This design comes from an exercise in tuning for small area, a short achievable clock period and few clock cycles on the open sky130 flow, not from production work. Function was checked by simulation only, so behaviour that the tests miss may differ from the original. Power is estimated from default activity; no workload was simulated.

== run a ==
==> flow/design.v <==
`timescale 1ns / 1ps
module SimpleCPU(clk, rst, data_fromRAM, wrEn, addr_toRAM, data_toRAM, pCounter);
parameter SIZE = 14;
parameter K = 4;                
parameter HIT = 1;              
input clk, rst;
input wire [31:0] data_fromRAM;
output wire wrEn;
output wire [SIZE-1:0] addr_toRAM;
output wire [31:0] data_toRAM;
output wire [SIZE-1:0] pCounter;
localparam ARR = 4'd0,   
           FN  = 4'd1,   
           FC  = 4'd2,   
           RL  = 4'd3,   
           R2F = 4'd4,   
           I1  = 4'd5,   
           I2  = 4'd6,   
           Z1  = 4'd7,   
           Z2  = 4'd8,   
           ZA  = 4'd9,   
           ZT  = 4'd10,  
           ML  = 4'd11,  
           MI  = 4'd12;  
reg [3:0]  state;
reg [13:0] pc;         
reg        stale;      
reg [13:0] addr_r;
reg        we_r;
reg [31:0] dout;       
reg        wv;         
reg [13:0] A_r;
reg [3:0]  op;
reg [31:0] X, Y;       
reg        xin, yin, yd, two, rdir, xh;
reg        rst_q;      
assign wrEn       = we_r & ~rst;
assign addr_toRAM = addr_r;
assign data_toRAM = dout;
assign pCounter   = pc;
wire [31:0] din = data_fromRAM;
wire [3:0]  dop = din[31:28];
wire [13:0] da  = din[27:14];
wire [13:0] db  = din[13:0];
wire        wv_e = wv & (HIT != 0);
wire        hitA = wv_e & (da == A_r);
wire        hitB = wv_e & (db == A_r);
wire [13:0] pc1   = pc + 14'd1;
wire        dz    = (dout == 32'd0);
wire d_imm   = dop[0] & (dop != 4'd11);
wire d_useA  = ~(dop == 4'd8 || dop == 4'd9 || dop == 4'd10 || dop == 4'd12);
wire d_useB  = ~dop[0] & (dop != 4'd12) | (dop == 4'd11);
wire d_mc    = (dop == 4'd4 || dop == 4'd5 || dop == 4'd14 || dop == 4'd15);
wire d_rA    = d_useA & ~hitA;
wire d_rB    = d_useB & ~hitB;
wire [31:0] xv = xin ? din : dout;
wire [31:0] yv = yin ? din : (yd ? dout : Y);
reg        cb;
reg [31:0] cs_s, cs_c, cs_t, cs_n;
reg        b2, b1, b0, bneg, bone, btwo;
integer j;
always @* begin
  cs_s = dout;
  cs_c = 32'd0;
  cs_n = 32'd0;
  for (j = 0; j < K/2; j = j + 1) begin
    b2 = Y[2*j+1];
    b1 = Y[2*j];
    b0 = (j == 0) ? cb : Y[2*j-1];
    bneg = b2 & ~(b1 & b0);
    bone = b1 ^ b0;
    btwo = (b2 & ~b1 & ~b0) | (~b2 & b1 & b0);
    cs_t = ((bone ? X : 32'd0) | (btwo ? (X << 1) : 32'd0)) << (2*j);
    cs_t = cs_t ^ {32{bneg}};
    cs_n[j] = bneg;
    if (j == 0) begin
      cs_c = cs_t;
    end else begin
      {cs_s, cs_c} = {cs_s ^ cs_c ^ cs_t, (((cs_s & cs_c) | (cs_s & cs_t) | (cs_c & cs_t)) << 1) | {31'd0, cs_n[j-1]}};
    end
  end
end
wire        sub = (op == 4'd6) | (op == 4'd7);
wire        in_mi = (state == MI);
wire [31:0] add_p = in_mi ? cs_s : xv;
wire [31:0] add_q = in_mi ? cs_c : (yv ^ {32{sub}});
wire        add_c = in_mi ? cs_n[K/2-1] : sub;
wire [32:0] sum = {1'b0, add_p} + {1'b0, add_q} + {32'd0, add_c};
reg  [31:0] res;
always @* begin
  case (op)
    4'd0, 4'd1: res = sum[31:0];
    4'd2, 4'd3: res = ~(xv & yv);
    4'd6, 4'd7: res = {31'd0, ~sum[32]};
    default:    res = yv;
  endcase
end
wire [13:0] wr_addr = (op == 4'd11) ? xv[13:0] : A_r;
wire [13:0] tgt_rd  = sum[13:0];    
wire        m_shift = (op == 4'd4) | (op == 4'd5);
wire        s_big   = |yv[31:6];
wire [31:0] s_onehot = 32'd1 << yv[2:0];    
wire [31:0] xv_rev;
wire [31:0] acc;
wire [31:0] acc_rev;
genvar gi;
generate
  for (gi = 0; gi < 32; gi = gi + 1) begin : g_rev
    assign xv_rev[gi]  = xv[31-gi];
    assign acc_rev[gi] = acc[31-gi];
  end
endgenerate
wire [31:0] y_load  = m_shift ? (s_big ? 32'd0 : s_onehot) : yv;
wire signed [31:0] y_loads = y_load;
wire [31:0] yl_k    = y_loads >>> K;
wire        ml_last = (yl_k == {32{y_load[K-1]}});
assign acc = sum[31:0];    
wire signed [31:0] Ys = Y;
wire [31:0] y_k  = Ys >>> K;
wire [31:0] y_2k = Ys >>> (2*K);
wire mi_last      = (y_k  == {32{Y[K-1]}});
wire mi_next_last = (y_2k == {32{Y[2*K-1]}});
always @(posedge clk)
  rst_q <= rst;
wire [31:0] x_load = (m_shift & ~yv[5]) ? xv_rev : xv;
always @(posedge clk)
  if (state == ML)
    X <= m_shift ? (x_load << {yv[4:3], 3'd0}) : x_load;
  else
    X <= X << K;
always @(posedge clk) begin
  if (rst_q) begin
    state  <= FN;
    pc     <= 14'd0;
    stale  <= 1'b0;
    addr_r <= 14'd0;
    we_r   <= 1'b0;
    dout   <= 32'd0;
    wv     <= 1'b0;
    A_r    <= 14'd0;
    op     <= 4'd0;
    Y      <= 32'd0;
    xin    <= 1'b0;
    yin    <= 1'b0;
    yd     <= 1'b0;
    two    <= 1'b0;
    rdir   <= 1'b0;
    xh     <= 1'b0;
    cb     <= 1'b0;
  end else begin
    we_r <= 1'b0;
    case (state)
      ARR: begin
        if (stale) begin
          stale  <= 1'b0;
          state  <= FN;
        end else begin
          op   <= dop;
          if (dop != 4'd13) A_r <= da;
          if (dop == 4'd12) wv <= 1'b0;
          Y    <= {18'd0, db};
          xin  <= 1'b0;
          yin  <= 1'b0;
          yd   <= 1'b0;
          two  <= 1'b0;
          xh   <= hitA;
          case (dop)
            4'd10: begin  
              yin <= 1'b1;
              if (hitB) begin
                addr_r <= dout[13:0];
                state  <= RL;
              end else begin
                addr_r <= db;
                state  <= I1;
              end
            end
            4'd12: begin  
              Y   <= 32'd0;
              xin <= 1'b1;
              if (hitB) begin
                if (!dz) begin
                  addr_r <= pc1;
                  pc     <= pc1;
                  state  <= FN;
                end else if (hitA) begin
                  addr_r <= dout[13:0];
                  pc     <= dout[13:0];
                  state  <= FN;
                end else begin
                  addr_r <= da;
                  state  <= ZA;
                end
              end else begin
                addr_r <= db;
                state  <= Z1;
              end
            end
            4'd13: begin  
              xin    <= 1'b1;
              addr_r <= da;
              state  <= ZA;
            end
            default: begin
              if (d_rB && d_rA) begin
                addr_r <= db;
                two    <= 1'b1;
                xin    <= 1'b1;
                state  <= R2F;
              end else if (d_rB) begin
                addr_r <= db;
                yin    <= 1'b1;
                state  <= RL;
              end else if (d_rA) begin
                addr_r <= da;
                xin    <= 1'b1;
                yd     <= d_useB;
                state  <= RL;
              end else begin
                yd <= d_useB;
                if (d_mc) begin
                  state  <= ML;
                end else begin
                  addr_r <= pc1;
                  pc     <= pc1;
                  state  <= FC;
                end
              end
            end
          endcase
        end
      end
      R2F: begin
        addr_r <= A_r;
        state  <= RL;
      end
      RL: begin
        if (two)
          Y <= din;
        if (m_shift || op == 4'd14 || op == 4'd15) begin
          state <= ML;
        end else begin
          addr_r <= pc1;
          pc     <= pc1;
          state  <= FC;
        end
      end
      FC: begin
        dout   <= res;
        wv     <= (op != 4'd11);    
        addr_r <= wr_addr;
        we_r   <= ~rst;
        stale  <= (wr_addr == addr_r);
        state  <= ARR;
      end
      FN: begin
        state <= ARR;
      end
      I1: begin
        state <= I2;
      end
      I2: begin
        addr_r <= din[13:0];
        state  <= RL;
      end
      Z1: begin
        addr_r <= pc1;
        state  <= Z2;
      end
      Z2: begin
        if (din != 32'd0) begin
          pc    <= pc1;
          state <= ARR;
        end else if (xh) begin
          addr_r <= dout[13:0];
          pc     <= dout[13:0];
          state  <= FN;
        end else begin
          addr_r <= A_r;
          state  <= ZA;
        end
      end
      ZA: begin
        state <= ZT;
      end
      ZT: begin
        addr_r <= tgt_rd;
        pc     <= tgt_rd;
        state  <= FN;
      end
      ML: begin
        Y    <= y_load;
        cb   <= 1'b0;
        rdir <= m_shift & ~yv[5];
        dout <= 32'd0;
        wv   <= 1'b0;
        if (ml_last) begin
          addr_r <= pc1;
          pc     <= pc1;
        end
        state <= MI;
      end
      MI: begin
        Y  <= y_k;
        cb <= Y[K-1];
        if (mi_last) begin
          dout   <= rdir ? acc_rev : acc;
          wv     <= 1'b1;
          we_r   <= ~rst;
          addr_r <= A_r;
          stale  <= (A_r == addr_r);
          state  <= ARR;
        end else begin
          dout <= acc;
          if (mi_next_last) begin
            addr_r <= pc1;
            pc     <= pc1;
          end
        end
      end
      default: begin
        state  <= FN;
      end
    endcase
  end
end
endmodule
export LEC_CHECK = 0
export CAP_MARGIN = 20
export CORE_MARGIN = 2
export CORE_UTILIZATION = 40
export SETUP_SLACK_MARGIN = 0.3
export SLEW_MARGIN = 20
create_clock -name core_clock -period 15.0 [get_ports {clk}]
standard.sh (not shown) runs the stock make flow with config.mk's settings and CLKGATE_MAP_FILE= SYNTH_SCRIPT=/design/flow/synth_recipe.tcl, a recipe that flattens the netlist after the stock synthesis.
==> flow/flow/run.sh <==
#!/bin/bash
set -euo pipefail
bash standard.sh SETUP_SLACK_MARGIN=9 "BUFFER_PORTS_ARGS=-buffer_cell sky130_fd_sc_hd__buf_1" finish > standard_flow.log 2>&1
Testbench counts of run a, summed over its fixed seeds: cycles 149,944.
Changes in run b relative to run a:
==> flow/flow/run.sh <==
#!/bin/bash
set -euo pipefail
bash standard.sh SETUP_SLACK_MARGIN=8.75 "BUFFER_PORTS_ARGS=-buffer_cell sky130_fd_sc_hd__buf_1" finish > standard_flow.log 2>&1
- Comparing run a with run b, the first-pass GRT wire length came out essentially unchanged.
- Cmp run b vs run a: wire length lower in run b
- Power density over the cells across run a and run b: no real change.
- Cmp run b vs run a: area of the multi-input gates lower in run b
- Run b: sequential power about 1% below run a
- | worst hold slack | run b vs run a | 0.0085 ns lower |

[afterwards: timing with drivers on the ports]
No port has a modelled driver above. Below, the same layouts with a new extraction and two added sets of constraints. Step 1, drivers: a clkbuf_16 drives clk and a buf_2 each remaining input, both assumed. Step 2 moves the port delays by t, midway between the first and last clock arrival at a register: inputs arrive t later, outputs are due t later. That takes back most of the time a late clock gives input paths. Slacks: no drivers / after step 1 / after step 2; pairs: no drivers / after step 1.
run	t, ns	setup WS [ns]	worst setup path after step 2	cell pins on the clock port's net
run a	0.567	8.703 / 8.660 / 8.393	input to register	1
run b	0.571	8.681 / 8.649 / 8.253	input to register	1
After both steps setup and hold are still met in every run listed. The setup slack of run b, which loses most, moves by -0.032 ns with the drivers and by -0.428 ns with both steps.
